This is an optimization exercise on Yosys and OpenROAD, whose aim is small area and a short achievable clock period, not a production implementation.
Only the layout flow was run in this run; the RTL was not checked for function there.
No activity file was given, so power comes from the tool's default toggle rates.

$ cat design.v
`timescale 1ns / 1ps
module g_inv    (input a, output y);                  assign y = ~a;                             endmodule
module g_buf    (input a, output y);                  assign y = a;                              endmodule
module g_nand2  (input a, b, output y);               assign y = ~(a & b);                       endmodule
module g_nor2   (input a, b, output y);               assign y = ~(a | b);                       endmodule
module g_and2   (input a, b, output y);               assign y = a & b;                          endmodule
module g_or2    (input a, b, output y);               assign y = a | b;                          endmodule
module g_nand2b (input an, b, output y);              assign y = ~(~an & b);                     endmodule
module g_a21oi  (input a1, a2, b1, output y);         assign y = ~((a1 & a2) | b1);              endmodule
module g_o21ai  (input a1, a2, b1, output y);         assign y = ~((a1 | a2) & b1);              endmodule
module g_a21o   (input a1, a2, b1, output y);         assign y = (a1 & a2) | b1;                 endmodule
module g_o21a   (input a1, a2, b1, output y);         assign y = (a1 | a2) & b1;                 endmodule
module g_o22ai  (input a1, a2, b1, b2, output y);     assign y = ~((a1 | a2) & (b1 | b2));       endmodule
module g_xor2   (input a, b, output y);               assign y = a ^ b;                          endmodule
module g_xnor2  (input a, b, output y);               assign y = ~(a ^ b);                       endmodule
module g_mux2i  (input a0, a1, s, output y);          assign y = ~(s ? a1 : a0);                 endmodule
module g_nand3  (input a, b, c, output y);            assign y = ~(a & b & c);                   endmodule
module g_a31oi  (input a1, a2, a3, b1, output y);     assign y = ~((a1 & a2 & a3) | b1);         endmodule
`timescale 1ns / 1ps
module Nbit_ALU(r1, r2, r3, ALUop);
parameter n = 32;
input  [n-1:0] r2, r3;
input  [2:0]   ALUop;
output [n-1:0] r1;
wire x01;
g_xor2 u_x01 (.a(ALUop[0]), .b(ALUop[1]), .y(x01));
wire op1n;
g_inv u_op1n (.a(ALUop[1]), .y(op1n));
wire t0n_d;
g_mux2i u_t0n_d (.a0(ALUop[0]), .a1(ALUop[1]), .s(ALUop[2]), .y(t0n_d));
wire t0n_0;
g_buf u_t0n_0 (.a(t0n_d), .y(t0n_0));
wire t0n_1;
g_buf u_t0n_1 (.a(t0n_d), .y(t0n_1));
wire t1n_d;
g_mux2i u_t1n_d (.a0(x01), .a1(op1n), .s(ALUop[2]), .y(t1n_d));
wire t1n_0;
g_buf u_t1n_0 (.a(t1n_d), .y(t1n_0));
wire t1n_1;
g_buf u_t1n_1 (.a(t1n_d), .y(t1n_1));
wire esn_d;
g_o21a u_esn_d (.a1(ALUop[1]), .a2(ALUop[0]), .b1(ALUop[2]), .y(esn_d));
wire esn_0;
g_buf u_esn_0 (.a(esn_d), .y(esn_0));
wire esn_1;
g_buf u_esn_1 (.a(esn_d), .y(esn_1));
wire ecn_d;
g_nand2b u_ecn_d (.an(ALUop[1]), .b(ALUop[2]), .y(ecn_d));
wire ecn_0;
g_buf u_ecn_0 (.a(ecn_d), .y(ecn_0));
wire ecn_1;
g_buf u_ecn_1 (.a(ecn_d), .y(ecn_1));
wire enn_d;
g_nand2b u_enn_d (.an(ALUop[2]), .b(ALUop[1]), .y(enn_d));
wire enn_0;
g_buf u_enn_0 (.a(enn_d), .y(enn_0));
wire enn_1;
g_buf u_enn_1 (.a(enn_d), .y(enn_1));
wire en_d;
g_inv u_en_d (.a(enn_0), .y(en_d));
wire en_0;
g_buf u_en_0 (.a(en_d), .y(en_0));
wire en_1;
g_buf u_en_1 (.a(en_d), .y(en_1));
wire op01n;
g_nand2 u_op01n (.a(ALUop[0]), .b(ALUop[1]), .y(op01n));
wire sub;
g_nor2 u_sub (.a(ALUop[2]), .b(op01n), .y(sub));
wire op12n;
g_nand2 u_op12n (.a(ALUop[1]), .b(ALUop[2]), .y(op12n));
wire slt;
g_nor2 u_slt (.a(ALUop[0]), .b(op12n), .y(slt));
wire bb0;
g_mux2i u_bb0 (.a0(t0n_0), .a1(t1n_0), .s(r3[0]), .y(bb0));
wire gn0;
g_nand2 u_gn0 (.a(r2[0]), .b(bb0), .y(gn0));
wire tn0;
g_nor2 u_tn0 (.a(r2[0]), .b(bb0), .y(tn0));
wire pn0;
g_nand2b u_pn0 (.an(tn0), .b(gn0), .y(pn0));
wire y0;
g_o22ai u_y0 (.a1(gn0), .a2(ecn_0), .b1(pn0), .b2(esn_0), .y(y0));
wire bb1;
g_mux2i u_bb1 (.a0(t0n_0), .a1(t1n_0), .s(r3[1]), .y(bb1));
wire gn1;
g_nand2 u_gn1 (.a(r2[1]), .b(bb1), .y(gn1));
wire tn1;
g_nor2 u_tn1 (.a(r2[1]), .b(bb1), .y(tn1));
wire pn1;
g_nand2b u_pn1 (.an(tn1), .b(gn1), .y(pn1));
wire y1;
g_o22ai u_y1 (.a1(gn1), .a2(ecn_0), .b1(pn1), .b2(esn_0), .y(y1));
wire bb2;
g_mux2i u_bb2 (.a0(t0n_0), .a1(t1n_0), .s(r3[2]), .y(bb2));
wire gn2;
g_nand2 u_gn2 (.a(r2[2]), .b(bb2), .y(gn2));
wire tn2;
g_nor2 u_tn2 (.a(r2[2]), .b(bb2), .y(tn2));
wire pn2;
g_nand2b u_pn2 (.an(tn2), .b(gn2), .y(pn2));
wire y2;
g_o22ai u_y2 (.a1(gn2), .a2(ecn_0), .b1(pn2), .b2(esn_0), .y(y2));
wire bb3;
g_mux2i u_bb3 (.a0(t0n_0), .a1(t1n_0), .s(r3[3]), .y(bb3));
wire gn3;
g_nand2 u_gn3 (.a(r2[3]), .b(bb3), .y(gn3));
wire tn3;
g_nor2 u_tn3 (.a(r2[3]), .b(bb3), .y(tn3));
wire pn3;
g_nand2b u_pn3 (.an(tn3), .b(gn3), .y(pn3));
wire y3;
g_o22ai u_y3 (.a1(gn3), .a2(ecn_0), .b1(pn3), .b2(esn_0), .y(y3));
wire bb4;
g_mux2i u_bb4 (.a0(t0n_0), .a1(t1n_0), .s(r3[4]), .y(bb4));
wire gn4;
g_nand2 u_gn4 (.a(r2[4]), .b(bb4), .y(gn4));
wire tn4;
g_nor2 u_tn4 (.a(r2[4]), .b(bb4), .y(tn4));
wire pn4;
g_nand2b u_pn4 (.an(tn4), .b(gn4), .y(pn4));
wire y4;
g_o22ai u_y4 (.a1(gn4), .a2(ecn_0), .b1(pn4), .b2(esn_0), .y(y4));
wire bb5;
g_mux2i u_bb5 (.a0(t0n_0), .a1(t1n_0), .s(r3[5]), .y(bb5));
wire gn5;
g_nand2 u_gn5 (.a(r2[5]), .b(bb5), .y(gn5));
wire tn5;
g_nor2 u_tn5 (.a(r2[5]), .b(bb5), .y(tn5));
wire pn5;
g_nand2b u_pn5 (.an(tn5), .b(gn5), .y(pn5));
wire y5;
g_o22ai u_y5 (.a1(gn5), .a2(ecn_0), .b1(pn5), .b2(esn_0), .y(y5));
wire bb6;
g_mux2i u_bb6 (.a0(t0n_0), .a1(t1n_0), .s(r3[6]), .y(bb6));
wire gn6;
g_nand2 u_gn6 (.a(r2[6]), .b(bb6), .y(gn6));
wire tn6;
g_nor2 u_tn6 (.a(r2[6]), .b(bb6), .y(tn6));
wire pn6;
g_nand2b u_pn6 (.an(tn6), .b(gn6), .y(pn6));
wire y6;
g_o22ai u_y6 (.a1(gn6), .a2(ecn_0), .b1(pn6), .b2(esn_0), .y(y6));
wire bb7;
g_mux2i u_bb7 (.a0(t0n_0), .a1(t1n_0), .s(r3[7]), .y(bb7));
wire gn7;
g_nand2 u_gn7 (.a(r2[7]), .b(bb7), .y(gn7));
wire tn7;
g_nor2 u_tn7 (.a(r2[7]), .b(bb7), .y(tn7));
wire pn7;
g_nand2b u_pn7 (.an(tn7), .b(gn7), .y(pn7));
wire y7;
g_o22ai u_y7 (.a1(gn7), .a2(ecn_0), .b1(pn7), .b2(esn_0), .y(y7));
wire bb8;
g_mux2i u_bb8 (.a0(t0n_0), .a1(t1n_0), .s(r3[8]), .y(bb8));
wire gn8;
g_nand2 u_gn8 (.a(r2[8]), .b(bb8), .y(gn8));
wire tn8;
g_nor2 u_tn8 (.a(r2[8]), .b(bb8), .y(tn8));
wire pn8;
g_nand2b u_pn8 (.an(tn8), .b(gn8), .y(pn8));
wire y8;
g_o22ai u_y8 (.a1(gn8), .a2(ecn_0), .b1(pn8), .b2(esn_0), .y(y8));
wire bb9;
g_mux2i u_bb9 (.a0(t0n_0), .a1(t1n_0), .s(r3[9]), .y(bb9));
wire gn9;
g_nand2 u_gn9 (.a(r2[9]), .b(bb9), .y(gn9));
wire tn9;
g_nor2 u_tn9 (.a(r2[9]), .b(bb9), .y(tn9));
wire pn9;
g_nand2b u_pn9 (.an(tn9), .b(gn9), .y(pn9));
wire y9;
g_o22ai u_y9 (.a1(gn9), .a2(ecn_0), .b1(pn9), .b2(esn_0), .y(y9));
wire bb10;
g_mux2i u_bb10 (.a0(t0n_0), .a1(t1n_0), .s(r3[10]), .y(bb10));
wire gn10;
g_nand2 u_gn10 (.a(r2[10]), .b(bb10), .y(gn10));
wire tn10;
g_nor2 u_tn10 (.a(r2[10]), .b(bb10), .y(tn10));
wire pn10;
g_nand2b u_pn10 (.an(tn10), .b(gn10), .y(pn10));
wire y10;
g_o22ai u_y10 (.a1(gn10), .a2(ecn_0), .b1(pn10), .b2(esn_0), .y(y10));
wire bb11;
g_mux2i u_bb11 (.a0(t0n_0), .a1(t1n_0), .s(r3[11]), .y(bb11));
wire gn11;
g_nand2 u_gn11 (.a(r2[11]), .b(bb11), .y(gn11));
wire tn11;
g_nor2 u_tn11 (.a(r2[11]), .b(bb11), .y(tn11));
wire pn11;
g_nand2b u_pn11 (.an(tn11), .b(gn11), .y(pn11));
wire y11;
g_o22ai u_y11 (.a1(gn11), .a2(ecn_0), .b1(pn11), .b2(esn_0), .y(y11));
wire bb12;
g_mux2i u_bb12 (.a0(t0n_0), .a1(t1n_0), .s(r3[12]), .y(bb12));
wire gn12;
g_nand2 u_gn12 (.a(r2[12]), .b(bb12), .y(gn12));
wire tn12;
g_nor2 u_tn12 (.a(r2[12]), .b(bb12), .y(tn12));
wire pn12;
g_nand2b u_pn12 (.an(tn12), .b(gn12), .y(pn12));
wire y12;
g_o22ai u_y12 (.a1(gn12), .a2(ecn_0), .b1(pn12), .b2(esn_0), .y(y12));
wire bb13;
g_mux2i u_bb13 (.a0(t0n_0), .a1(t1n_0), .s(r3[13]), .y(bb13));
wire gn13;
g_nand2 u_gn13 (.a(r2[13]), .b(bb13), .y(gn13));
wire tn13;
g_nor2 u_tn13 (.a(r2[13]), .b(bb13), .y(tn13));
wire pn13;
g_nand2b u_pn13 (.an(tn13), .b(gn13), .y(pn13));
wire y13;
g_o22ai u_y13 (.a1(gn13), .a2(ecn_0), .b1(pn13), .b2(esn_0), .y(y13));
wire bb14;
g_mux2i u_bb14 (.a0(t0n_0), .a1(t1n_0), .s(r3[14]), .y(bb14));
wire gn14;
g_nand2 u_gn14 (.a(r2[14]), .b(bb14), .y(gn14));
wire tn14;
g_nor2 u_tn14 (.a(r2[14]), .b(bb14), .y(tn14));
wire pn14;
g_nand2b u_pn14 (.an(tn14), .b(gn14), .y(pn14));
wire y14;
g_o22ai u_y14 (.a1(gn14), .a2(ecn_0), .b1(pn14), .b2(esn_0), .y(y14));
wire bb15;
g_mux2i u_bb15 (.a0(t0n_0), .a1(t1n_0), .s(r3[15]), .y(bb15));
wire gn15;
g_nand2 u_gn15 (.a(r2[15]), .b(bb15), .y(gn15));
wire tn15;
g_nor2 u_tn15 (.a(r2[15]), .b(bb15), .y(tn15));
wire pn15;
g_nand2b u_pn15 (.an(tn15), .b(gn15), .y(pn15));
wire y15;
g_o22ai u_y15 (.a1(gn15), .a2(ecn_0), .b1(pn15), .b2(esn_0), .y(y15));
wire bb16;
g_mux2i u_bb16 (.a0(t0n_1), .a1(t1n_1), .s(r3[16]), .y(bb16));
wire gn16;
g_nand2 u_gn16 (.a(r2[16]), .b(bb16), .y(gn16));
wire tn16;
g_nor2 u_tn16 (.a(r2[16]), .b(bb16), .y(tn16));
wire pn16;
g_nand2b u_pn16 (.an(tn16), .b(gn16), .y(pn16));
wire y16;
g_o22ai u_y16 (.a1(gn16), .a2(ecn_1), .b1(pn16), .b2(esn_1), .y(y16));
wire bb17;
g_mux2i u_bb17 (.a0(t0n_1), .a1(t1n_1), .s(r3[17]), .y(bb17));
wire gn17;
g_nand2 u_gn17 (.a(r2[17]), .b(bb17), .y(gn17));
wire tn17;
g_nor2 u_tn17 (.a(r2[17]), .b(bb17), .y(tn17));
wire pn17;
g_nand2b u_pn17 (.an(tn17), .b(gn17), .y(pn17));
wire y17;
g_o22ai u_y17 (.a1(gn17), .a2(ecn_1), .b1(pn17), .b2(esn_1), .y(y17));
wire bb18;
g_mux2i u_bb18 (.a0(t0n_1), .a1(t1n_1), .s(r3[18]), .y(bb18));
wire gn18;
g_nand2 u_gn18 (.a(r2[18]), .b(bb18), .y(gn18));
wire tn18;
g_nor2 u_tn18 (.a(r2[18]), .b(bb18), .y(tn18));
wire pn18;
g_nand2b u_pn18 (.an(tn18), .b(gn18), .y(pn18));
wire y18;
g_o22ai u_y18 (.a1(gn18), .a2(ecn_1), .b1(pn18), .b2(esn_1), .y(y18));
wire bb19;
g_mux2i u_bb19 (.a0(t0n_1), .a1(t1n_1), .s(r3[19]), .y(bb19));
wire gn19;
g_nand2 u_gn19 (.a(r2[19]), .b(bb19), .y(gn19));
wire tn19;
g_nor2 u_tn19 (.a(r2[19]), .b(bb19), .y(tn19));
wire pn19;
g_nand2b u_pn19 (.an(tn19), .b(gn19), .y(pn19));
wire y19;
g_o22ai u_y19 (.a1(gn19), .a2(ecn_1), .b1(pn19), .b2(esn_1), .y(y19));
wire bb20;
g_mux2i u_bb20 (.a0(t0n_1), .a1(t1n_1), .s(r3[20]), .y(bb20));
wire gn20;
g_nand2 u_gn20 (.a(r2[20]), .b(bb20), .y(gn20));
wire tn20;
g_nor2 u_tn20 (.a(r2[20]), .b(bb20), .y(tn20));
wire pn20;
g_nand2b u_pn20 (.an(tn20), .b(gn20), .y(pn20));
wire y20;
g_o22ai u_y20 (.a1(gn20), .a2(ecn_1), .b1(pn20), .b2(esn_1), .y(y20));
wire bb21;
g_mux2i u_bb21 (.a0(t0n_1), .a1(t1n_1), .s(r3[21]), .y(bb21));
wire gn21;
g_nand2 u_gn21 (.a(r2[21]), .b(bb21), .y(gn21));
wire tn21;
g_nor2 u_tn21 (.a(r2[21]), .b(bb21), .y(tn21));
wire pn21;
g_nand2b u_pn21 (.an(tn21), .b(gn21), .y(pn21));
wire y21;
g_o22ai u_y21 (.a1(gn21), .a2(ecn_1), .b1(pn21), .b2(esn_1), .y(y21));
wire bb22;
g_mux2i u_bb22 (.a0(t0n_1), .a1(t1n_1), .s(r3[22]), .y(bb22));
wire gn22;
g_nand2 u_gn22 (.a(r2[22]), .b(bb22), .y(gn22));
wire tn22;
g_nor2 u_tn22 (.a(r2[22]), .b(bb22), .y(tn22));
wire pn22;
g_nand2b u_pn22 (.an(tn22), .b(gn22), .y(pn22));
wire y22;
g_o22ai u_y22 (.a1(gn22), .a2(ecn_1), .b1(pn22), .b2(esn_1), .y(y22));
wire bb23;
g_mux2i u_bb23 (.a0(t0n_1), .a1(t1n_1), .s(r3[23]), .y(bb23));
wire gn23;
g_nand2 u_gn23 (.a(r2[23]), .b(bb23), .y(gn23));
wire tn23;
g_nor2 u_tn23 (.a(r2[23]), .b(bb23), .y(tn23));
wire pn23;
g_nand2b u_pn23 (.an(tn23), .b(gn23), .y(pn23));
wire y23;
g_o22ai u_y23 (.a1(gn23), .a2(ecn_1), .b1(pn23), .b2(esn_1), .y(y23));
wire bb24;
g_mux2i u_bb24 (.a0(t0n_1), .a1(t1n_1), .s(r3[24]), .y(bb24));
wire gn24;
g_nand2 u_gn24 (.a(r2[24]), .b(bb24), .y(gn24));
wire tn24;
g_nor2 u_tn24 (.a(r2[24]), .b(bb24), .y(tn24));
wire pn24;
g_nand2b u_pn24 (.an(tn24), .b(gn24), .y(pn24));
wire y24;
g_o22ai u_y24 (.a1(gn24), .a2(ecn_1), .b1(pn24), .b2(esn_1), .y(y24));
wire bb25;
g_mux2i u_bb25 (.a0(t0n_1), .a1(t1n_1), .s(r3[25]), .y(bb25));
wire gn25;
g_nand2 u_gn25 (.a(r2[25]), .b(bb25), .y(gn25));
wire tn25;
g_nor2 u_tn25 (.a(r2[25]), .b(bb25), .y(tn25));
wire pn25;
g_nand2b u_pn25 (.an(tn25), .b(gn25), .y(pn25));
wire y25;
g_o22ai u_y25 (.a1(gn25), .a2(ecn_1), .b1(pn25), .b2(esn_1), .y(y25));
wire bb26;
g_mux2i u_bb26 (.a0(t0n_1), .a1(t1n_1), .s(r3[26]), .y(bb26));
wire gn26;
g_nand2 u_gn26 (.a(r2[26]), .b(bb26), .y(gn26));
wire tn26;
g_nor2 u_tn26 (.a(r2[26]), .b(bb26), .y(tn26));
wire pn26;
g_nand2b u_pn26 (.an(tn26), .b(gn26), .y(pn26));
wire y26;
g_o22ai u_y26 (.a1(gn26), .a2(ecn_1), .b1(pn26), .b2(esn_1), .y(y26));
wire bb27;
g_mux2i u_bb27 (.a0(t0n_1), .a1(t1n_1), .s(r3[27]), .y(bb27));
wire gn27;
g_nand2 u_gn27 (.a(r2[27]), .b(bb27), .y(gn27));
wire tn27;
g_nor2 u_tn27 (.a(r2[27]), .b(bb27), .y(tn27));
wire pn27;
g_nand2b u_pn27 (.an(tn27), .b(gn27), .y(pn27));
wire y27;
g_o22ai u_y27 (.a1(gn27), .a2(ecn_1), .b1(pn27), .b2(esn_1), .y(y27));
wire bb28;
g_mux2i u_bb28 (.a0(t0n_1), .a1(t1n_1), .s(r3[28]), .y(bb28));
wire gn28;
g_nand2 u_gn28 (.a(r2[28]), .b(bb28), .y(gn28));
wire tn28;
g_nor2 u_tn28 (.a(r2[28]), .b(bb28), .y(tn28));
wire pn28;
g_nand2b u_pn28 (.an(tn28), .b(gn28), .y(pn28));
wire y28;
g_o22ai u_y28 (.a1(gn28), .a2(ecn_1), .b1(pn28), .b2(esn_1), .y(y28));
wire bb29;
g_mux2i u_bb29 (.a0(t0n_1), .a1(t1n_1), .s(r3[29]), .y(bb29));
wire gn29;
g_nand2 u_gn29 (.a(r2[29]), .b(bb29), .y(gn29));
wire tn29;
g_nor2 u_tn29 (.a(r2[29]), .b(bb29), .y(tn29));
wire pn29;
g_nand2b u_pn29 (.an(tn29), .b(gn29), .y(pn29));
wire y29;
g_o22ai u_y29 (.a1(gn29), .a2(ecn_1), .b1(pn29), .b2(esn_1), .y(y29));
wire bb30;
g_mux2i u_bb30 (.a0(t0n_1), .a1(t1n_1), .s(r3[30]), .y(bb30));
wire gn30;
g_nand2 u_gn30 (.a(r2[30]), .b(bb30), .y(gn30));
wire tn30;
g_nor2 u_tn30 (.a(r2[30]), .b(bb30), .y(tn30));
wire pn30;
g_nand2b u_pn30 (.an(tn30), .b(gn30), .y(pn30));
wire y30;
g_o22ai u_y30 (.a1(gn30), .a2(ecn_1), .b1(pn30), .b2(esn_1), .y(y30));
wire bb31;
g_mux2i u_bb31 (.a0(t0n_1), .a1(t1n_1), .s(r3[31]), .y(bb31));
wire gn31;
g_nand2 u_gn31 (.a(r2[31]), .b(bb31), .y(gn31));
wire tn31;
g_nor2 u_tn31 (.a(r2[31]), .b(bb31), .y(tn31));
wire pn31;
g_nand2b u_pn31 (.an(tn31), .b(gn31), .y(pn31));
wire y31;
g_o22ai u_y31 (.a1(gn31), .a2(ecn_1), .b1(pn31), .b2(esn_1), .y(y31));
wire G0n;
g_o21a u_G0n (.a1(tn0), .a2(t0n_0), .b1(gn0), .y(G0n));
wire G1_1;
g_o21a u_G1_1 (.a1(tn1), .a2(G0n), .b1(gn1), .y(G1_1));
wire G1_3;
g_o21a u_G1_3 (.a1(tn3), .a2(gn2), .b1(gn3), .y(G1_3));
wire T1_3;
g_or2 u_T1_3 (.a(tn3), .b(tn2), .y(T1_3));
wire G1_5;
g_o21a u_G1_5 (.a1(tn5), .a2(gn4), .b1(gn5), .y(G1_5));
wire T1_5;
g_or2 u_T1_5 (.a(tn5), .b(tn4), .y(T1_5));
wire G1_7;
g_o21a u_G1_7 (.a1(tn7), .a2(gn6), .b1(gn7), .y(G1_7));
wire T1_7;
g_or2 u_T1_7 (.a(tn7), .b(tn6), .y(T1_7));
wire G1_9;
g_o21a u_G1_9 (.a1(tn9), .a2(gn8), .b1(gn9), .y(G1_9));
wire T1_9;
g_or2 u_T1_9 (.a(tn9), .b(tn8), .y(T1_9));
wire G1_11;
g_o21a u_G1_11 (.a1(tn11), .a2(gn10), .b1(gn11), .y(G1_11));
wire T1_11;
g_or2 u_T1_11 (.a(tn11), .b(tn10), .y(T1_11));
wire G1_13;
g_o21a u_G1_13 (.a1(tn13), .a2(gn12), .b1(gn13), .y(G1_13));
wire T1_13;
g_or2 u_T1_13 (.a(tn13), .b(tn12), .y(T1_13));
wire G1_15;
g_o21a u_G1_15 (.a1(tn15), .a2(gn14), .b1(gn15), .y(G1_15));
wire T1_15;
g_or2 u_T1_15 (.a(tn15), .b(tn14), .y(T1_15));
wire G1_17;
g_o21a u_G1_17 (.a1(tn17), .a2(gn16), .b1(gn17), .y(G1_17));
wire T1_17;
g_or2 u_T1_17 (.a(tn17), .b(tn16), .y(T1_17));
wire G1_19;
g_o21a u_G1_19 (.a1(tn19), .a2(gn18), .b1(gn19), .y(G1_19));
wire T1_19;
g_or2 u_T1_19 (.a(tn19), .b(tn18), .y(T1_19));
wire G1_21;
g_o21a u_G1_21 (.a1(tn21), .a2(gn20), .b1(gn21), .y(G1_21));
wire T1_21;
g_or2 u_T1_21 (.a(tn21), .b(tn20), .y(T1_21));
wire G1_23;
g_o21a u_G1_23 (.a1(tn23), .a2(gn22), .b1(gn23), .y(G1_23));
wire T1_23;
g_or2 u_T1_23 (.a(tn23), .b(tn22), .y(T1_23));
wire G1_25;
g_o21a u_G1_25 (.a1(tn25), .a2(gn24), .b1(gn25), .y(G1_25));
wire T1_25;
g_or2 u_T1_25 (.a(tn25), .b(tn24), .y(T1_25));
wire G1_27;
g_o21a u_G1_27 (.a1(tn27), .a2(gn26), .b1(gn27), .y(G1_27));
wire T1_27;
g_or2 u_T1_27 (.a(tn27), .b(tn26), .y(T1_27));
wire G1_29;
g_o21a u_G1_29 (.a1(tn29), .a2(gn28), .b1(gn29), .y(G1_29));
wire T1_29;
g_or2 u_T1_29 (.a(tn29), .b(tn28), .y(T1_29));
wire G2_3;
g_o21ai u_G2_3 (.a1(T1_3), .a2(G1_1), .b1(G1_3), .y(G2_3));
wire G2_5;
g_o21ai u_G2_5 (.a1(T1_5), .a2(G1_3), .b1(G1_5), .y(G2_5));
wire T2_5;
g_nor2 u_T2_5 (.a(T1_5), .b(T1_3), .y(T2_5));
wire G2_7;
g_o21ai u_G2_7 (.a1(T1_7), .a2(G1_5), .b1(G1_7), .y(G2_7));
wire T2_7;
g_nor2 u_T2_7 (.a(T1_7), .b(T1_5), .y(T2_7));
wire G2_9;
g_o21ai u_G2_9 (.a1(T1_9), .a2(G1_7), .b1(G1_9), .y(G2_9));
wire T2_9;
g_nor2 u_T2_9 (.a(T1_9), .b(T1_7), .y(T2_9));
wire G2_11;
g_o21ai u_G2_11 (.a1(T1_11), .a2(G1_9), .b1(G1_11), .y(G2_11));
wire T2_11;
g_nor2 u_T2_11 (.a(T1_11), .b(T1_9), .y(T2_11));
wire G2_13;
g_o21ai u_G2_13 (.a1(T1_13), .a2(G1_11), .b1(G1_13), .y(G2_13));
wire T2_13;
g_nor2 u_T2_13 (.a(T1_13), .b(T1_11), .y(T2_13));
wire G2_15;
g_o21ai u_G2_15 (.a1(T1_15), .a2(G1_13), .b1(G1_15), .y(G2_15));
wire T2_15;
g_nor2 u_T2_15 (.a(T1_15), .b(T1_13), .y(T2_15));
wire G2_17;
g_o21ai u_G2_17 (.a1(T1_17), .a2(G1_15), .b1(G1_17), .y(G2_17));
wire T2_17;
g_nor2 u_T2_17 (.a(T1_17), .b(T1_15), .y(T2_17));
wire G2_19;
g_o21ai u_G2_19 (.a1(T1_19), .a2(G1_17), .b1(G1_19), .y(G2_19));
wire T2_19;
g_nor2 u_T2_19 (.a(T1_19), .b(T1_17), .y(T2_19));
wire G2_21;
g_o21ai u_G2_21 (.a1(T1_21), .a2(G1_19), .b1(G1_21), .y(G2_21));
wire T2_21;
g_nor2 u_T2_21 (.a(T1_21), .b(T1_19), .y(T2_21));
wire G2_23;
g_o21ai u_G2_23 (.a1(T1_23), .a2(G1_21), .b1(G1_23), .y(G2_23));
wire T2_23;
g_nor2 u_T2_23 (.a(T1_23), .b(T1_21), .y(T2_23));
wire G2_25;
g_o21ai u_G2_25 (.a1(T1_25), .a2(G1_23), .b1(G1_25), .y(G2_25));
wire T2_25;
g_nor2 u_T2_25 (.a(T1_25), .b(T1_23), .y(T2_25));
wire G2_27;
g_o21ai u_G2_27 (.a1(T1_27), .a2(G1_25), .b1(G1_27), .y(G2_27));
wire T2_27;
g_nor2 u_T2_27 (.a(T1_27), .b(T1_25), .y(T2_27));
wire G2_29;
g_o21ai u_G2_29 (.a1(T1_29), .a2(G1_27), .b1(G1_29), .y(G2_29));
wire T2_29;
g_nor2 u_T2_29 (.a(T1_29), .b(T1_27), .y(T2_29));
wire n_G1_1;
g_inv u_n_G1_1 (.a(G1_1), .y(n_G1_1));
wire G3_5;
g_a21oi u_G3_5 (.a1(T2_5), .a2(n_G1_1), .b1(G2_5), .y(G3_5));
wire G3_7;
g_a21oi u_G3_7 (.a1(T2_7), .a2(G2_3), .b1(G2_7), .y(G3_7));
wire G3_9;
g_a21oi u_G3_9 (.a1(T2_9), .a2(G2_5), .b1(G2_9), .y(G3_9));
wire T3_9;
g_nand2 u_T3_9 (.a(T2_9), .b(T2_5), .y(T3_9));
wire G3_11;
g_a21oi u_G3_11 (.a1(T2_11), .a2(G2_7), .b1(G2_11), .y(G3_11));
wire T3_11;
g_nand2 u_T3_11 (.a(T2_11), .b(T2_7), .y(T3_11));
wire G3_13;
g_a21oi u_G3_13 (.a1(T2_13), .a2(G2_9), .b1(G2_13), .y(G3_13));
wire T3_13;
g_nand2 u_T3_13 (.a(T2_13), .b(T2_9), .y(T3_13));
wire G3_15;
g_a21oi u_G3_15 (.a1(T2_15), .a2(G2_11), .b1(G2_15), .y(G3_15));
wire T3_15;
g_nand2 u_T3_15 (.a(T2_15), .b(T2_11), .y(T3_15));
wire G3_17;
g_a21oi u_G3_17 (.a1(T2_17), .a2(G2_13), .b1(G2_17), .y(G3_17));
wire T3_17;
g_nand2 u_T3_17 (.a(T2_17), .b(T2_13), .y(T3_17));
wire G3_19;
g_a21oi u_G3_19 (.a1(T2_19), .a2(G2_15), .b1(G2_19), .y(G3_19));
wire T3_19;
g_nand2 u_T3_19 (.a(T2_19), .b(T2_15), .y(T3_19));
wire G3_21;
g_a21oi u_G3_21 (.a1(T2_21), .a2(G2_17), .b1(G2_21), .y(G3_21));
wire T3_21;
g_nand2 u_T3_21 (.a(T2_21), .b(T2_17), .y(T3_21));
wire G3_23;
g_a21oi u_G3_23 (.a1(T2_23), .a2(G2_19), .b1(G2_23), .y(G3_23));
wire T3_23;
g_nand2 u_T3_23 (.a(T2_23), .b(T2_19), .y(T3_23));
wire G3_25;
g_a21oi u_G3_25 (.a1(T2_25), .a2(G2_21), .b1(G2_25), .y(G3_25));
wire T3_25;
g_nand2 u_T3_25 (.a(T2_25), .b(T2_21), .y(T3_25));
wire G3_27;
g_a21oi u_G3_27 (.a1(T2_27), .a2(G2_23), .b1(G2_27), .y(G3_27));
wire T3_27;
g_nand2 u_T3_27 (.a(T2_27), .b(T2_23), .y(T3_27));
wire G3_29;
g_a21oi u_G3_29 (.a1(T2_29), .a2(G2_25), .b1(G2_29), .y(G3_29));
wire T3_29;
g_nand2 u_T3_29 (.a(T2_29), .b(T2_25), .y(T3_29));
wire G4_9;
g_o21ai u_G4_9 (.a1(T3_9), .a2(G1_1), .b1(G3_9), .y(G4_9));
wire n_G2_3;
g_inv u_n_G2_3 (.a(G2_3), .y(n_G2_3));
wire G4_11;
g_o21ai u_G4_11 (.a1(T3_11), .a2(n_G2_3), .b1(G3_11), .y(G4_11));
wire G4_13;
g_o21ai u_G4_13 (.a1(T3_13), .a2(G3_5), .b1(G3_13), .y(G4_13));
wire G4_15;
g_o21a u_G4_15 (.a1(T3_15), .a2(G3_7), .b1(G3_15), .y(G4_15));
wire G4_17;
g_o21ai u_G4_17 (.a1(T3_17), .a2(G3_9), .b1(G3_17), .y(G4_17));
wire T4_17;
g_nor2 u_T4_17 (.a(T3_17), .b(T3_9), .y(T4_17));
wire G4_19;
g_o21ai u_G4_19 (.a1(T3_19), .a2(G3_11), .b1(G3_19), .y(G4_19));
wire T4_19;
g_nor2 u_T4_19 (.a(T3_19), .b(T3_11), .y(T4_19));
wire G4_21;
g_o21ai u_G4_21 (.a1(T3_21), .a2(G3_13), .b1(G3_21), .y(G4_21));
wire T4_21;
g_nor2 u_T4_21 (.a(T3_21), .b(T3_13), .y(T4_21));
wire G4_23;
g_o21ai u_G4_23 (.a1(T3_23), .a2(G3_15), .b1(G3_23), .y(G4_23));
wire T4_23;
g_nor2 u_T4_23 (.a(T3_23), .b(T3_15), .y(T4_23));
wire G4_25;
g_o21ai u_G4_25 (.a1(T3_25), .a2(G3_17), .b1(G3_25), .y(G4_25));
wire T4_25;
g_nor2 u_T4_25 (.a(T3_25), .b(T3_17), .y(T4_25));
wire G4_27;
g_o21ai u_G4_27 (.a1(T3_27), .a2(G3_19), .b1(G3_27), .y(G4_27));
wire T4_27;
g_nor2 u_T4_27 (.a(T3_27), .b(T3_19), .y(T4_27));
wire G4_29;
g_o21ai u_G4_29 (.a1(T3_29), .a2(G3_21), .b1(G3_29), .y(G4_29));
wire T4_29;
g_nor2 u_T4_29 (.a(T3_29), .b(T3_21), .y(T4_29));
wire G5_17;
g_a21oi u_G5_17 (.a1(T4_17), .a2(n_G1_1), .b1(G4_17), .y(G5_17));
wire G5_19;
g_a21oi u_G5_19 (.a1(T4_19), .a2(G2_3), .b1(G4_19), .y(G5_19));
wire n_G3_5;
g_inv u_n_G3_5 (.a(G3_5), .y(n_G3_5));
wire G5_21;
g_a21oi u_G5_21 (.a1(T4_21), .a2(n_G3_5), .b1(G4_21), .y(G5_21));
wire n_G3_7;
g_inv u_n_G3_7 (.a(G3_7), .y(n_G3_7));
wire G5_23;
g_a21oi u_G5_23 (.a1(T4_23), .a2(n_G3_7), .b1(G4_23), .y(G5_23));
wire G5_25;
g_a21oi u_G5_25 (.a1(T4_25), .a2(G4_9), .b1(G4_25), .y(G5_25));
wire G5_27;
g_a21oi u_G5_27 (.a1(T4_27), .a2(G4_11), .b1(G4_27), .y(G5_27));
wire G5_29;
g_a21oi u_G5_29 (.a1(T4_29), .a2(G4_13), .b1(G4_29), .y(G5_29));
wire G6_2;
g_o21ai u_G6_2 (.a1(tn2), .a2(G1_1), .b1(gn2), .y(G6_2));
wire G6_4;
g_o21ai u_G6_4 (.a1(tn4), .a2(n_G2_3), .b1(gn4), .y(G6_4));
wire G6_6;
g_o21ai u_G6_6 (.a1(tn6), .a2(G3_5), .b1(gn6), .y(G6_6));
wire G6_8;
g_o21ai u_G6_8 (.a1(tn8), .a2(G3_7), .b1(gn8), .y(G6_8));
wire n_G4_9;
g_inv u_n_G4_9 (.a(G4_9), .y(n_G4_9));
wire G6_10;
g_o21ai u_G6_10 (.a1(tn10), .a2(n_G4_9), .b1(gn10), .y(G6_10));
wire n_G4_11;
g_inv u_n_G4_11 (.a(G4_11), .y(n_G4_11));
wire G6_12;
g_o21ai u_G6_12 (.a1(tn12), .a2(n_G4_11), .b1(gn12), .y(G6_12));
wire n_G4_13;
g_inv u_n_G4_13 (.a(G4_13), .y(n_G4_13));
wire G6_14;
g_o21ai u_G6_14 (.a1(tn14), .a2(n_G4_13), .b1(gn14), .y(G6_14));
wire G6_16;
g_o21ai u_G6_16 (.a1(tn16), .a2(G4_15), .b1(gn16), .y(G6_16));
wire G6_18;
g_o21ai u_G6_18 (.a1(tn18), .a2(G5_17), .b1(gn18), .y(G6_18));
wire G6_20;
g_o21ai u_G6_20 (.a1(tn20), .a2(G5_19), .b1(gn20), .y(G6_20));
wire G6_22;
g_o21ai u_G6_22 (.a1(tn22), .a2(G5_21), .b1(gn22), .y(G6_22));
wire G6_24;
g_o21ai u_G6_24 (.a1(tn24), .a2(G5_23), .b1(gn24), .y(G6_24));
wire G6_26;
g_o21ai u_G6_26 (.a1(tn26), .a2(G5_25), .b1(gn26), .y(G6_26));
wire G6_28;
g_o21ai u_G6_28 (.a1(tn28), .a2(G5_27), .b1(gn28), .y(G6_28));
wire G6_30;
g_o21ai u_G6_30 (.a1(tn30), .a2(G5_29), .b1(gn30), .y(G6_30));
wire k1;
g_nor2 u_k1 (.a(G0n), .b(enn_0), .y(k1));
g_xor2 u_r1 (.a(y1), .b(k1), .y(r1[1]));
wire k2;
g_nor2 u_k2 (.a(G1_1), .b(enn_0), .y(k2));
g_xor2 u_r2 (.a(y2), .b(k2), .y(r1[2]));
wire kn3;
g_nand2 u_kn3 (.a(G6_2), .b(en_0), .y(kn3));
g_xnor2 u_r3 (.a(y3), .b(kn3), .y(r1[3]));
wire kn4;
g_nand2 u_kn4 (.a(G2_3), .b(en_0), .y(kn4));
g_xnor2 u_r4 (.a(y4), .b(kn4), .y(r1[4]));
wire kn5;
g_nand2 u_kn5 (.a(G6_4), .b(en_0), .y(kn5));
g_xnor2 u_r5 (.a(y5), .b(kn5), .y(r1[5]));
wire k6;
g_nor2 u_k6 (.a(G3_5), .b(enn_0), .y(k6));
g_xor2 u_r6 (.a(y6), .b(k6), .y(r1[6]));
wire kn7;
g_nand2 u_kn7 (.a(G6_6), .b(en_0), .y(kn7));
g_xnor2 u_r7 (.a(y7), .b(kn7), .y(r1[7]));
wire k8;
g_nor2 u_k8 (.a(G3_7), .b(enn_0), .y(k8));
g_xor2 u_r8 (.a(y8), .b(k8), .y(r1[8]));
wire kn9;
g_nand2 u_kn9 (.a(G6_8), .b(en_0), .y(kn9));
g_xnor2 u_r9 (.a(y9), .b(kn9), .y(r1[9]));
wire kn10;
g_nand2 u_kn10 (.a(G4_9), .b(en_0), .y(kn10));
g_xnor2 u_r10 (.a(y10), .b(kn10), .y(r1[10]));
wire kn11;
g_nand2 u_kn11 (.a(G6_10), .b(en_0), .y(kn11));
g_xnor2 u_r11 (.a(y11), .b(kn11), .y(r1[11]));
wire kn12;
g_nand2 u_kn12 (.a(G4_11), .b(en_0), .y(kn12));
g_xnor2 u_r12 (.a(y12), .b(kn12), .y(r1[12]));
wire kn13;
g_nand2 u_kn13 (.a(G6_12), .b(en_0), .y(kn13));
g_xnor2 u_r13 (.a(y13), .b(kn13), .y(r1[13]));
wire kn14;
g_nand2 u_kn14 (.a(G4_13), .b(en_0), .y(kn14));
g_xnor2 u_r14 (.a(y14), .b(kn14), .y(r1[14]));
wire kn15;
g_nand2 u_kn15 (.a(G6_14), .b(en_0), .y(kn15));
g_xnor2 u_r15 (.a(y15), .b(kn15), .y(r1[15]));
wire k16;
g_nor2 u_k16 (.a(G4_15), .b(enn_1), .y(k16));
g_xor2 u_r16 (.a(y16), .b(k16), .y(r1[16]));
wire kn17;
g_nand2 u_kn17 (.a(G6_16), .b(en_1), .y(kn17));
g_xnor2 u_r17 (.a(y17), .b(kn17), .y(r1[17]));
wire k18;
g_nor2 u_k18 (.a(G5_17), .b(enn_1), .y(k18));
g_xor2 u_r18 (.a(y18), .b(k18), .y(r1[18]));
wire kn19;
g_nand2 u_kn19 (.a(G6_18), .b(en_1), .y(kn19));
g_xnor2 u_r19 (.a(y19), .b(kn19), .y(r1[19]));
wire k20;
g_nor2 u_k20 (.a(G5_19), .b(enn_1), .y(k20));
g_xor2 u_r20 (.a(y20), .b(k20), .y(r1[20]));
wire kn21;
g_nand2 u_kn21 (.a(G6_20), .b(en_1), .y(kn21));
g_xnor2 u_r21 (.a(y21), .b(kn21), .y(r1[21]));
wire k22;
g_nor2 u_k22 (.a(G5_21), .b(enn_1), .y(k22));
g_xor2 u_r22 (.a(y22), .b(k22), .y(r1[22]));
wire kn23;
g_nand2 u_kn23 (.a(G6_22), .b(en_1), .y(kn23));
g_xnor2 u_r23 (.a(y23), .b(kn23), .y(r1[23]));
wire k24;
g_nor2 u_k24 (.a(G5_23), .b(enn_1), .y(k24));
g_xor2 u_r24 (.a(y24), .b(k24), .y(r1[24]));
wire kn25;
g_nand2 u_kn25 (.a(G6_24), .b(en_1), .y(kn25));
g_xnor2 u_r25 (.a(y25), .b(kn25), .y(r1[25]));
wire k26;
g_nor2 u_k26 (.a(G5_25), .b(enn_1), .y(k26));
g_xor2 u_r26 (.a(y26), .b(k26), .y(r1[26]));
wire kn27;
g_nand2 u_kn27 (.a(G6_26), .b(en_1), .y(kn27));
g_xnor2 u_r27 (.a(y27), .b(kn27), .y(r1[27]));
wire k28;
g_nor2 u_k28 (.a(G5_27), .b(enn_1), .y(k28));
g_xor2 u_r28 (.a(y28), .b(k28), .y(r1[28]));
wire kn29;
g_nand2 u_kn29 (.a(G6_28), .b(en_1), .y(kn29));
g_xnor2 u_r29 (.a(y29), .b(kn29), .y(r1[29]));
wire k30;
g_nor2 u_k30 (.a(G5_29), .b(enn_1), .y(k30));
g_xor2 u_r30 (.a(y30), .b(k30), .y(r1[30]));
wire kn31;
g_nand2 u_kn31 (.a(G6_30), .b(en_1), .y(kn31));
g_xnor2 u_r31 (.a(y31), .b(kn31), .y(r1[31]));
wire x31n;
g_xor2 u_x31n (.a(pn31), .b(G6_30), .y(x31n));
wire z0n;
g_xnor2 u_z0n (.a(y0), .b(sub), .y(z0n));
g_mux2i u_r0 (.a0(z0n), .a1(x31n), .s(slt), .y(r1[0]));
endmodule
`timescale 1ns / 1ps
module dff(q, d, clk);
input		d, clk;       
output reg	q;            
always @(posedge clk)
q<=d;
endmodule
`timescale 1ns / 1ps
module Nbit_Register(outo, ino, clk);
parameter n = 32;
input [n-1:0] ino;
output [n-1:0] outo;
input clk;
genvar i;
generate
for (i = 0; i < n; i = i + 1) begin: registerblk
dff Dflipflop(.q(outo[i]) , .d(ino[i]), .clk(clk) );
end
endgenerate
endmodule
`timescale 1ns / 1ps
module Nbit_ALU_Register (r2, r3, ALUop, r0, clk);
parameter n = 32;
input[n-1:0] r2, r3;
input[2:0] ALUop;
input clk;
output [n-1:0] r0;
wire[n-1:0] r1;
Nbit_ALU #(n) alu1 (.r1(r1), .r2(r2), .r3(r3), .ALUop(ALUop) );
Nbit_Register #(n) reg1 (.outo(r0), .ino(r1), .clk(clk) );
endmodule
$ cat flow/run.sh
#!/bin/bash
# Standard ORFS layout with two changes: the ports are buffered with buf_1 (instead of the
# delay buffer buffer_ports picks by default), and timing repair aims for a setup slack of
# 11.0 ns, so that it sizes the critical paths for a shorter period than the clock's.
set -euo pipefail
export BUFFER_PORTS_ARGS="-buffer_cell sky130_fd_sc_hd__buf_1"
export SETUP_SLACK_MARGIN=11.0
bash standard.sh > standard.log 2>&1
$ cat standard.sh
#!/bin/bash
# synth_recipe.tcl (not shown) runs the flow's synth.tcl, then flattens the netlist and writes it again
# the make line also repeats each setting of config.mk as NAME=value (left out here)
make -C /OpenROAD-flow-scripts/flow DESIGN_CONFIG=/design/flow/config.mk WORK_HOME=/design/flow/orfs CLKGATE_MAP_FILE= SYNTH_SCRIPT=/design/flow/synth_recipe.tcl "${@:-finish}"
$ cat config.mk
export PLATFORM = sky130hd
export DESIGN_NAME = Nbit_ALU_Register
export DESIGN_NICKNAME = Nbit_ALU_Register
export VERILOG_FILES = /design/flow/design.v
export SDC_FILE = /design/flow/constraint.sdc
export NUM_CORES = 4
export LEC_CHECK = 0
export CAP_MARGIN = 20
export CORE_MARGIN = 2
export CORE_UTILIZATION = 40
export SLEW_MARGIN = 20
export SYNTH_HIERARCHICAL = 1
export SYNTH_MINIMUM_KEEP_SIZE = 0
$ cat constraint.sdc
create_clock -name core_clock -period 15.5 [get_ports {clk}]
set_input_delay 3.1000 -clock core_clock [delete_from_list [all_inputs] [get_ports {clk}]]
set_output_delay 3.1000 -clock core_clock [all_outputs]
set_load 0.01 [all_outputs]
==> metrics list <==
- Run status: complete, no violations
- Overall die height: 89.24 um
- At the pin with the least slew margin, the transition time is slightly below 0.8 ns.
- Finish-stage setup viols: 0
* Data arrival time at the worst-slack endpoint: 5.37 ns
- RSZ-0062 raised after global routing: yes
- CTS built an H-tree with a depth of 2.
- Top Registers: reg1.registerblk.Dflipflop.q x32
- The total count of hold-check failures in the final report was 0.
- The count of buffers added on input and output ports is between 90 and 100.
- Maximum number of pins on one net before global-route repair: 33
- Slowest stage cell, crit path: sky130_fd_sc_hd__mux2i_4
* CP cell instances: buf_8 -> xor2_4 -> mux2i_4 -> buf_6 -> buf_16 -> mux2i_2 -> nand2_1 -> o21a_1 -> o21ai_2 -> buf_4 -> a21oi_4 -> o21ai_4 -> a21oi_4 -> o21ai_2 -> xor2_1 -> mux2i_1
- Effective utilization at floorplan: around two fifths
* Final Net Count: 625
* WP data required: approximately 16 ns
* Worst Hold Class: in -> reg
- Clock slew at reported path FFs: 0.07 ns
- Power spread over the standard cell area amounts to roughly 90 nW/um2.
- The first routing iteration left roughly 200 violations.
- In the final layout, the share of cells above drive strength 1 is a little under two fifths.
- After synthesis, the share of flip-flops with an asynchronous set or reset is 0%.
- The final max-slew violation count was 0.
- At the end of routability-driven placement, the weighted congestion stood at about 0.9.
- Post-route ant nets: 0
* Number of synthesized flops with an enable pin: 0
* Clock period minus worst slack: around 5.2 ns
* Combined area of the multi-input logic cells: about 2900 um2
- By count the netlist is led by sky130_fd_sc_hd__nor2_1 (66), sky130_fd_sc_hd__nand2_1 (64), sky130_fd_sc_hd__o21ai_1 (39).
- STA classifies the critical path endpoint as a register.
- Fraction of the yosys area taken by sequential cells: about 22%
- Worst path buffer plus inverter count: 4
- CTS root buffer: sky130_fd_sc_hd__clkbuf_8
- Hold is met by 3.203 ns.
- The most used flip-flop cell after synthesis is sky130_fd_sc_hd__dfxtp_1.
- Most used standard cell by instance count after synthesis: sky130_fd_sc_hd__nor2_1
- Cells taking the most area after synthesis: sky130_fd_sc_hd__dfxtp_1 (22%), sky130_fd_sc_hd__mux2i_1 (12%), sky130_fd_sc_hd__nor2_1 (8.5%)
* Post-Syn Instances: about 400
* Synthesized netlist net count: around 480
* Core ar.: slightly above 7000 um2
- Relative area change from synthesis to final layout: 62.59%
- Post-DP HPWL: 5.852 mm
* Antenna violations before repair: 0
- After filler insertion, the fill cell instance count of the layout stands at 587.
* Total standard cell area after synthesis: 2907 um2
- Antenna fix cells: 0
- The kind of cell with the highest combined delay along the critical path is compound AO/OA/AOI/OAI gates.
* Mean cell area of the mapped netlist: about 7.1 um2
- Distinct cells, synth: 14
- Sequential cell area in the final layout: around 640 um2
- The final route contains between 3k and 4k vias.
* Cell row count: 31
- Count of non-filler cells in the finished layout: about 660
- After detailed routing, the number of remaining DRC violations is 0.
- Summed over all cells, the static leakage comes to between 1.5 and 2 nW.
* Wire length of the first global-routing pass: approximately 15 mm
* Number of buffers created by CTS: 5
- Of all nets on the critical path, the largest fanout is 8.
- In the routed layout, each cell is associated on average with a via count of ~5.4.
- Synthesis inferred 32 register bits.
- By startpoint and endpoint, the worst setup path is classified as in -> reg.
* Area of all placed cells without fillers: 4726 um2
* Largest register FFs: 32
- The via count of the first global-routing pass is around 3.1k.
- Fraction of post-synthesis cell area in the top cell type by area: approximately 22%
- Yosys printed 7 warnings.
- In this run the count of I/O pins placed on the die edge is 100.
* Die Span X: just under 90 um
- Placed cell count: approximately 600
- Summed over all failing endpoints, the final setup total negative slack is 0 ns.
- End-of-flow core utilization: around two thirds
- The first detailed-routing pass ran for 4 iterations.
* Overall global routing resource usage: 23.66%
* Number of max-cap violations: 0
- Placed instance area: roughly 3400 um2
* Peak VDD IR: about 48 uV
- Biggest area consumer among synthesized cells: sky130_fd_sc_hd__dfxtp_1
* CP Launch Type: input pin
- TritonCTS built the clock tree.
- Maximum clock path buffer count: 2
- Worst path max stage delay: between 0.2 and 0.3 ns
- Derived from the worst setup path, the maximum achievable clock frequency is 192.8 MHz.
- Total Wirelength: 10.49 mm
* Register with the highest flop count: reg1.registerblk.Dflipflop.q
- The floorplan step defined a die boundary enclosing between 7000 and 8000 um2.
- For this run the aggregate overflow at the end of global routing stands at 0.
* Headroom to the max-slew limit: about half
- Count of clock tree sinks: 32
- Fraction of the cycle the final worst path needs: roughly 33%
- Post-DR wirelength/cell: 15.96 um
==> modules after synthesis (local to each module, per instance), a selection <==
| module | cell area (um2) | cells inside |
|---|---|---|
| g_buf | 7.507 | 1 |
| g_a21oi | 8.758 | 1 |
| dff | 20.02 | 1 |
| g_nor2 | 3.754 | 1 |
| g_xnor2 | 8.758 | 1 |
| g_o21ai | 5.005 | 1 |
| g_nand2b | 6.256 | 1 |
| g_inv | 3.754 | 1 |
| g_o21a | 7.507 | 1 |
| g_nand2 | 3.754 | 1 |
==> metrics by stage <==
step,total power [mW],worst slack (ns)
final,0.4242,10.31
after detailed placement,0.2647,9.727
after CTS,0.3783,10.40
after global routing,0.4483,10.22
after floorplan,0.2243,10.48
after global placement,0.2632,9.802
==> timing repair <==
item / 4_1_cts / 5_1_grt
gates cloned: 3 / 1
resized for setup: 77 / 104
hold buffers: 0 / 0
endpoints found under the setup margin: 32 / 31
pin swaps: 44 / 57
buffers inserted: 31 / 16
==> area by class of cell <==
type / instances / area share, %
repair buffers: 153 / 20.65
well taps: 99 / 2.621
inverters: 9 / 0.7943
flip-flops and latches: 32 / 13.56
clock buffers: 8 / 1.906
multi-input cells: 356 / 60.47
==> metal layers <==
metal | wire length (um) | global-route usage [%]
met5 | 0 | 0
met4 | 278 | 8.277
met3 | 728 | 3.693
met2 | 5291 | 40.47
met1 | 4189 | 30.15
==> logic make-up after synthesis <==
group | after synthesis | synth area share, %
AOI/OAI and AO/OA | 109 | 24.28
xor gates and xnor gates | 34 | 10.25
buffers and inverters | 21 | 4.262
DFF | 32 | 22.04
muxes | 35 | 12.05
and+or+nand+nor | 178 | 27.12
==> power breakdown <==
group | internal (mW) | switching (mW) | total (mW)
registers | 0.101 | 0.00467 | 0.105
clock network | 0.0363 | 0.0337 | 0.0700
logic | 0.112 | 0.137 | 0.249
==> final timing paths <==
| path | end | slack (ns) | from | depth (start not counted) |
|---|---|---|---|---|
| setup / recovery | reg1.registerblk[0].Dflipflop.q | 10.31 | ALUop[0] | 16 |
| hold / removal | reg1.registerblk[0].Dflipflop.q | 3.20 | ALUop[1] | 4 |
==> placed cells by master, fill, tap and decap left out, drive strengths merged, types with 8 or more instances in the layout <==
master / n
clkbuf: 9
xnor2: 20
inv: 8
xor2: 14
dfxtp: 32
o21a: 18
o21ai: 39
a21oi: 20
nor2: 66
o22ai: 32
mux2i: 35
nand2b: 34
buf: 151
or2: 14
nand2: 64

what the ideal ports hide:
The results above use ideal ports. As a check the final layout listed here was re-extracted and re-timed, cells and wires unchanged. Step 1 assumes that a clkbuf_16 drives the clock port and a buf_2 every other input. Step 2 adds t to the input delays and takes it off the output delays; t is the mean of the earliest and latest rising clock arrival at the registers after step 1. Input paths then give back, and output paths get back, about the clock's delay inside the block. Slacks: no drivers / after step 1 / after step 2; pairs: no drivers / after step 1.
shift t [ns]: 0.318
setup slack, ns: 10.313 / 10.298 / 9.980
hold slack, ns: 3.203 / 3.220 / 3.508
After both steps this run still meets setup and hold. The setup slack of this run moves by -0.015 ns with the drivers and by -0.333 ns with both steps.
